What follows belongs to an exercise in optimizing a design on an open flow for small area; a production flow would make more cautious choices.
The RTL was checked by simulation tests, not by an equivalence proof against the original design.
No activity file was given, so power comes from the tool's default toggle rates.

==> inputs of 03-04 <==
Design ALU_DESIGN, start of the top module:
module ALU_DESIGN #(parameter DW = 8, CW = 4)(INP_VALID,OPA,OPB,CIN,CLK,RST,CMD,CE,MODE,COUT,OFLOW,RES,G,E,L,ERR);
==> flow/config.mk <==
export PLATFORM = sky130hd
export DESIGN_NAME = ALU_DESIGN
export DESIGN_NICKNAME = ALU_DESIGN
export VERILOG_FILES = /design/flow/design.v
export SDC_FILE = /design/flow/constraint.sdc
export NUM_CORES = 4
export LEC_CHECK = 0
export CAP_MARGIN = 0
export CORE_MARGIN = 2
export CORE_UTILIZATION = 50
export GPL_TIMING_DRIVEN = 0
export SETUP_SLACK_MARGIN = 0.1
export SLEW_MARGIN = 0
==> flow/constraint.sdc <==
create_clock -name core_clock -period 6.0 [get_ports {CLK}]
set_input_delay 1.2000 -clock core_clock [delete_from_list [all_inputs] [get_ports {CLK}]]
set_output_delay 1.2000 -clock core_clock [all_outputs]
set_load 0.01 [all_outputs]
standard.sh (not shown) runs the stock make flow with config.mk's settings and CLKGATE_MAP_FILE= SYNTH_SCRIPT=/design/flow/synth_recipe.tcl, a recipe that flattens the netlist after the stock synthesis.
==> flow/flow/run.sh <==
#!/bin/bash
# Own layout flow: the standard flow (standard.sh) with these changes.
#  1. Synthesis is the standard flow's own script (synth_recipe.tcl), so the registers and their names are
#     the standard synthesis's, except that
#     - Yosys's synth runs with -noabc as well as -nofsm -noshare: its quick generic ABC
#       pass is skipped, so the full and half adders that ORFS extracts afterwards keep the
#       polarity written in the RTL (fewer inverters between adder cells);
#     - ABC's technology mapping uses flow/area.abc, an area-oriented script, instead of
#       ORFS's delay-oriented one.
#  2. Port buffers are sky130_fd_sc_hd__buf_1 instead of the resizer's default pick.
#  3. CTS uses clkbuf_4 only and inserts no dummy loads.
# Every tool's output goes to logs in this folder (make.log) and to ORFS's own logs under
# orfs/logs/.
set -euo pipefail
W=$(pwd)
F=$W/flow

grep -q '^proc synth {args} { yosys synth -nofsm -noshare {\*}$args }$' "$W/synth_recipe.tcl"
sed 's/^proc synth {args} { yosys synth -nofsm -noshare {\*}$args }$/proc synth {args} { yosys synth -nofsm -noshare -noabc {*}$args }/' \
  "$W/synth_recipe.tcl" > "$W/own_synth_recipe.tcl"
grep -q -- '-noabc' "$W/own_synth_recipe.tcl"

cat > "$W/own_synth.tcl" <<EOT
proc abc {args} {
  set i [lsearch -exact \$args -script]
  if {\$i >= 0} { lset args [expr {\$i + 1}] $F/area.abc }
  yosys abc {*}\$args
}
source $W/own_synth_recipe.tcl
EOT

bash "$W/standard.sh" \
  SYNTH_SCRIPT="$W/own_synth.tcl" \
  BUFFER_PORTS_ARGS="-buffer_cell sky130_fd_sc_hd__buf_1" \
  CTS_ARGS="-sink_clustering_enable -repair_clock_nets -dont_use_dummy_load -buf_list sky130_fd_sc_hd__clkbuf_4" \
  finish > "$W/make.log" 2>&1
==> flow/flow/area.abc <==
strash
balance
rewrite
refactor
balance
rewrite
rewrite -z
balance
refactor -z
rewrite -z
balance
dch -f
amap
topo
==> inputs of 11-20, as changes to 03-04 <==
--- a/flow/design.v
+++ b/flow/design.v
@@ -9,17 +9,16 @@
   output G;
   output E;
   output L;
   output reg ERR;
   reg [7:0] A, B;
   reg [3:0] C;
   reg VA, VB;
   reg [4:0] W;
-  wire WS = (W == 5'b10111);
   reg [7:0] NT1, NT2;
   wire [7:0] T1 = ~NT1;
   wire [7:0] T2 = ~NT2;
   reg TZ;
   reg [2:0] FL;
   assign COUT = ~FL[2] & ~FL[1] & FL[0];
   assign OFLOW = ~FL[2] & FL[1] & ~FL[0];
   assign G = FL[2] & ~FL[1] & ~FL[0];
@@ -27,17 +26,17 @@
   assign L = FL[2] & FL[1] & ~FL[0];
   always @(posedge CLK) begin
     if (INP_VALID[0]) A <= OPA;
     if (INP_VALID[1]) B <= OPB;
     if (|INP_VALID) C <= CMD;
     VA <= ~RST & (VA | INP_VALID[0]);
     VB <= ~RST & (VB | INP_VALID[1]);
     if (RST | (|INP_VALID)) W <= 5'd0;
-    else if ((VA ^ VB) & ~WS) W <= {W[3:0], ~(W[4] ^ W[2])};
+    else if ((VA ^ VB) & ~W[4]) W <= W + 5'd1;
   end
   wire both = VA & VB;
   wire live = ~RST & both;
   wire upd = CE & (RST | both);
   wire [15:0] c;
   genvar k;
   generate for (k = 0; k < 16; k = k + 1) begin : dec
     assign c[k] = (C == k);
@@ -319,17 +318,17 @@
   wire selS = m1 & (c[0] | c[1] | c[2] | c[3] | c[4] | c[5] | c[6] | c[7] | (c[10] & ~TZ));
   wire selM = m1 & c[9] & ~TZ;
   wire [8:0] res_n = ({9{selS}} & S) | ({9{selM}} & M) | {1'b0, lg};
   wire [2:0] fl_n;
   assign fl_n[2] = m1 & c[8];
   assign fl_n[1] = m1 & (c[1] | c[3] | c[8]) & LT;
   assign fl_n[0] = m1 & (((c[0] | c[2]) & S[8]) | (c[8] & F));
   wire err_n = m0 & c[12] & (|B[7:4]);
-  wire late = ~RST & WS & ((INP_VALID == 2'b01 & VB) | (INP_VALID == 2'b10 & VA));
+  wire late = ~RST & W[4] & ((INP_VALID == 2'b01 & VB) | (INP_VALID == 2'b10 & VA));
   wire tupd = m1 & CE & (c[9] | c[10]);
   always @(posedge CLK) begin
     if (upd) begin
       RES <= res_n;
       FL <= fl_n;
     end
     if (late) ERR <= 1'b1;
     else if (upd) ERR <= err_n;
==> flow/flow/run.sh (replaced) <==
#!/bin/bash
# Own layout flow: the standard flow (standard.sh) with three changes.
#  1. Synthesis is the standard flow's own script (synth_recipe.tcl, so the registers and their names are the
#     standard synthesis's), except that ABC's technology mapping uses flow/area.abc, an
#     area-oriented script, instead of ORFS's delay-oriented one.
#  2. Port buffers are sky130_fd_sc_hd__buf_1 instead of the resizer's default pick.
#  3. CTS uses clkbuf_4 only and inserts no dummy loads.
# Every tool's output goes to logs in this folder (make.log, def.log) and to ORFS's own logs
# under orfs/logs/.
set -euo pipefail
W=$(pwd)
F=$W/flow

cat > "$W/own_synth.tcl" <<EOT
proc abc {args} {
  set i [lsearch -exact \$args -script]
  if {\$i >= 0} { lset args [expr {\$i + 1}] $F/area.abc }
  yosys abc {*}\$args
}
source $W/synth_recipe.tcl
EOT

bash "$W/standard.sh" \
  SYNTH_SCRIPT="$W/own_synth.tcl" \
  BUFFER_PORTS_ARGS="-buffer_cell sky130_fd_sc_hd__buf_1" \
  CTS_ARGS="-sink_clustering_enable -repair_clock_nets -dont_use_dummy_load -buf_list sky130_fd_sc_hd__clkbuf_4" \
  finish > "$W/make.log" 2>&1
==> flow/config.mk (replaced) <==
export PLATFORM = sky130hd
export DESIGN_NAME = ALU_DESIGN
export DESIGN_NICKNAME = ALU_DESIGN
export VERILOG_FILES = /design/flow/design.v
export SDC_FILE = /design/flow/constraint.sdc
export NUM_CORES = 4
export LEC_CHECK = 0
export CAP_MARGIN = 0
export CORE_MARGIN = 2
export CORE_UTILIZATION = 60
export GPL_TIMING_DRIVEN = 0
export SETUP_SLACK_MARGIN = 0.1
export SLEW_MARGIN = 0
==> summary of the runs <==
11-20 passed the timing, design-rule and antenna checks. 03-04 finished with timing, DRC and antenna clean.
Against 11-20, the maximum frequency of 03-04 is larger by about 1.4%.
In 11-20 the total power is higher than in 03-04, by 1.1%.
Of 11-20 and 03-04, 03-04 has the higher sequential power (gap about 0.8%, measured against 03-04).
Of 03-04 and 11-20, 11-20 has the higher design area (gap 4.0%, measured against 11-20).
Clock-buffer cell count is the same in 03-04 and 11-20.
Clock skew: 11-20 is lower than 03-04 (12 ps).
In 11-20 the cell count is larger than in 03-04, by 0.85%.

* * *

==> inputs of run a <==
ALU_DESIGN again, from the RTL that the note above started with.
export LEC_CHECK = 0
export CAP_MARGIN = 0
export CORE_MARGIN = 2
export CORE_UTILIZATION = 50
export GPL_TIMING_DRIVEN = 0
export SETUP_SLACK_MARGIN = 0.0
export SLEW_MARGIN = 0
create_clock -name core_clock -period 6.0 [get_ports {CLK}]
==> flow/flow/run.sh <==
#!/bin/bash
# Own layout flow: the standard flow (standard.sh) with these changes.
#  1. Synthesis is the standard flow's own script (synth_recipe.tcl), so the registers and their names are
#     the standard synthesis's, except that
#     - Yosys's synth runs with -noabc as well as -nofsm -noshare: its quick generic ABC
#       pass is skipped, so the full and half adders that ORFS extracts afterwards keep the
#       polarity written in the RTL (fewer inverters between adder cells);
#     - ABC's technology mapping uses flow/area.abc, an area-oriented script, instead of
#       ORFS's delay-oriented one.
#  2. Port buffers are sky130_fd_sc_hd__buf_1 instead of the resizer's default pick.
#  3. CTS uses clkbuf_4 only and inserts no dummy loads.
# Every tool's output goes to logs in this folder (make.log) and to ORFS's own logs under
# orfs/logs/.
set -euo pipefail
W=$(pwd)
F=$W/flow

grep -q '^proc synth {args} { yosys synth -nofsm -noshare {\*}$args }$' "$W/synth_recipe.tcl"
sed 's/^proc synth {args} { yosys synth -nofsm -noshare {\*}$args }$/proc synth {args} { yosys synth -nofsm -noshare -noabc {*}$args }/' \
  "$W/synth_recipe.tcl" > "$W/own_synth_recipe.tcl"
grep -q -- '-noabc' "$W/own_synth_recipe.tcl"

cat > "$W/own_synth.tcl" <<EOT
proc abc {args} {
  set i [lsearch -exact \$args -script]
  if {\$i >= 0} { lset args [expr {\$i + 1}] $F/area.abc }
  yosys abc {*}\$args
}
source $W/own_synth_recipe.tcl
EOT

bash "$W/standard.sh" \
  SYNTH_SCRIPT="$W/own_synth.tcl" \
  BUFFER_PORTS_ARGS="-buffer_cell sky130_fd_sc_hd__buf_1" \
  CTS_ARGS="-sink_clustering_enable -repair_clock_nets -dont_use_dummy_load -buf_list sky130_fd_sc_hd__clkbuf_4" \
  finish > "$W/make.log" 2>&1
Scripts as last shown in full above: flow/flow/area.abc
==> inputs of run b, as changes to run a <==
--- a/flow/config.mk
+++ b/flow/config.mk
@@ -7,7 +7,7 @@
 export LEC_CHECK = 0
 export CAP_MARGIN = 0
 export CORE_MARGIN = 2
-export CORE_UTILIZATION = 50
+export CORE_UTILIZATION = 60
 export GPL_TIMING_DRIVEN = 0
 export SETUP_SLACK_MARGIN = 0.0
 export SLEW_MARGIN = 0
==> notes <==
In clock power, run b and run a hardly differ. Design area: run a is larger than run b (1.1%). In synthesized area, run b and run a do not differ. Run b completed with no timing, DRC or antenna violations. Run a finished clean. Against run b, the cell count of run a is higher by about 5%. Sequential power is about the same in run a and run b. Global-route usage: run b is higher than run a (3.3 points). Of run b and run a, run b has the higher core utilization (gap 11 points).
==> figures <==
| metric | run a | run b |
|---|---|---|
| Crit path from | C[2] | C[3] |
| Number of standard-cell rows in the floorplan | 32 | 29 |
| P_comb | 0.281 mW | 0.277 mW |
| Critical R2R Launch | C[2] | C[3] |
| Wire length on met3 | 945 um | 1.09 mm |
| Pwr Total | 0.945 mW | 0.943 mW |
| Slew headroom | 0.238 | 0.198 |
| Clock slew at reported path FFs | 0.10 ns | 0.09 ns |
| Net Sw Frac | 0.331 | 0.332 |
| Fraction of area in clock buffers and inverters | 0.0152 | 0.0153 |
| Psw | 0.313 mW | 0.314 mW |
| Combinational Power Share | 0.297 | 0.294 |
| Arrival time of the worst setup path | 5.89 ns | 6.02 ns |
| Result of the run | complete, no violations | complete, no violations |
| Detailed Place HPWL | 8.20 mm | 7.80 mm |
| Minimum clock period | 5.78 ns | 5.85 ns |

==> separate check: timing with driven ports <==
No port has a modelled driver above. Below, the same layouts with a new extraction and two added sets of constraints.
Step 1 sets driving cells, clkbuf_16 on the clock port and buf_2 on the other inputs (assumed; they add their load-dependent delay and slew).
Step 2 adds t to the input delays and takes it off the output delays; t is the mean of the earliest and latest rising clock arrival at the registers after step 1. Input paths then give back, and output paths get back, about the clock's delay inside the block.
Slacks: no drivers / after step 1 / after step 2; pairs: no drivers / after step 1.
run | shift t [ns] | slack for setup (ns) | hold WS [ns] | worst slew at a driven data input, ns
03-04 | 0.413 | 0.375 / 0.375 / 0.258 | 0.498 / 0.498 / 0.498 | 0.03
11-20 | 0.416 | 0.295 / 0.295 / -0.018 | 0.457 / 0.457 / 0.457 | 0.04
run a | 0.414 | 0.216 / 0.216 / 0.216 | 0.498 / 0.498 / 0.498 | 0.03
run b | 0.417 | 0.154 / 0.154 / 0.154 | 0.499 / 0.499 / 0.499 | 0.03
With both steps, setup timing fails in 11-20, where it was met with ideal ports. For 11-20, which loses most, drivers alone change the setup slack by 0.000 ns; drivers and shift together by -0.313 ns.
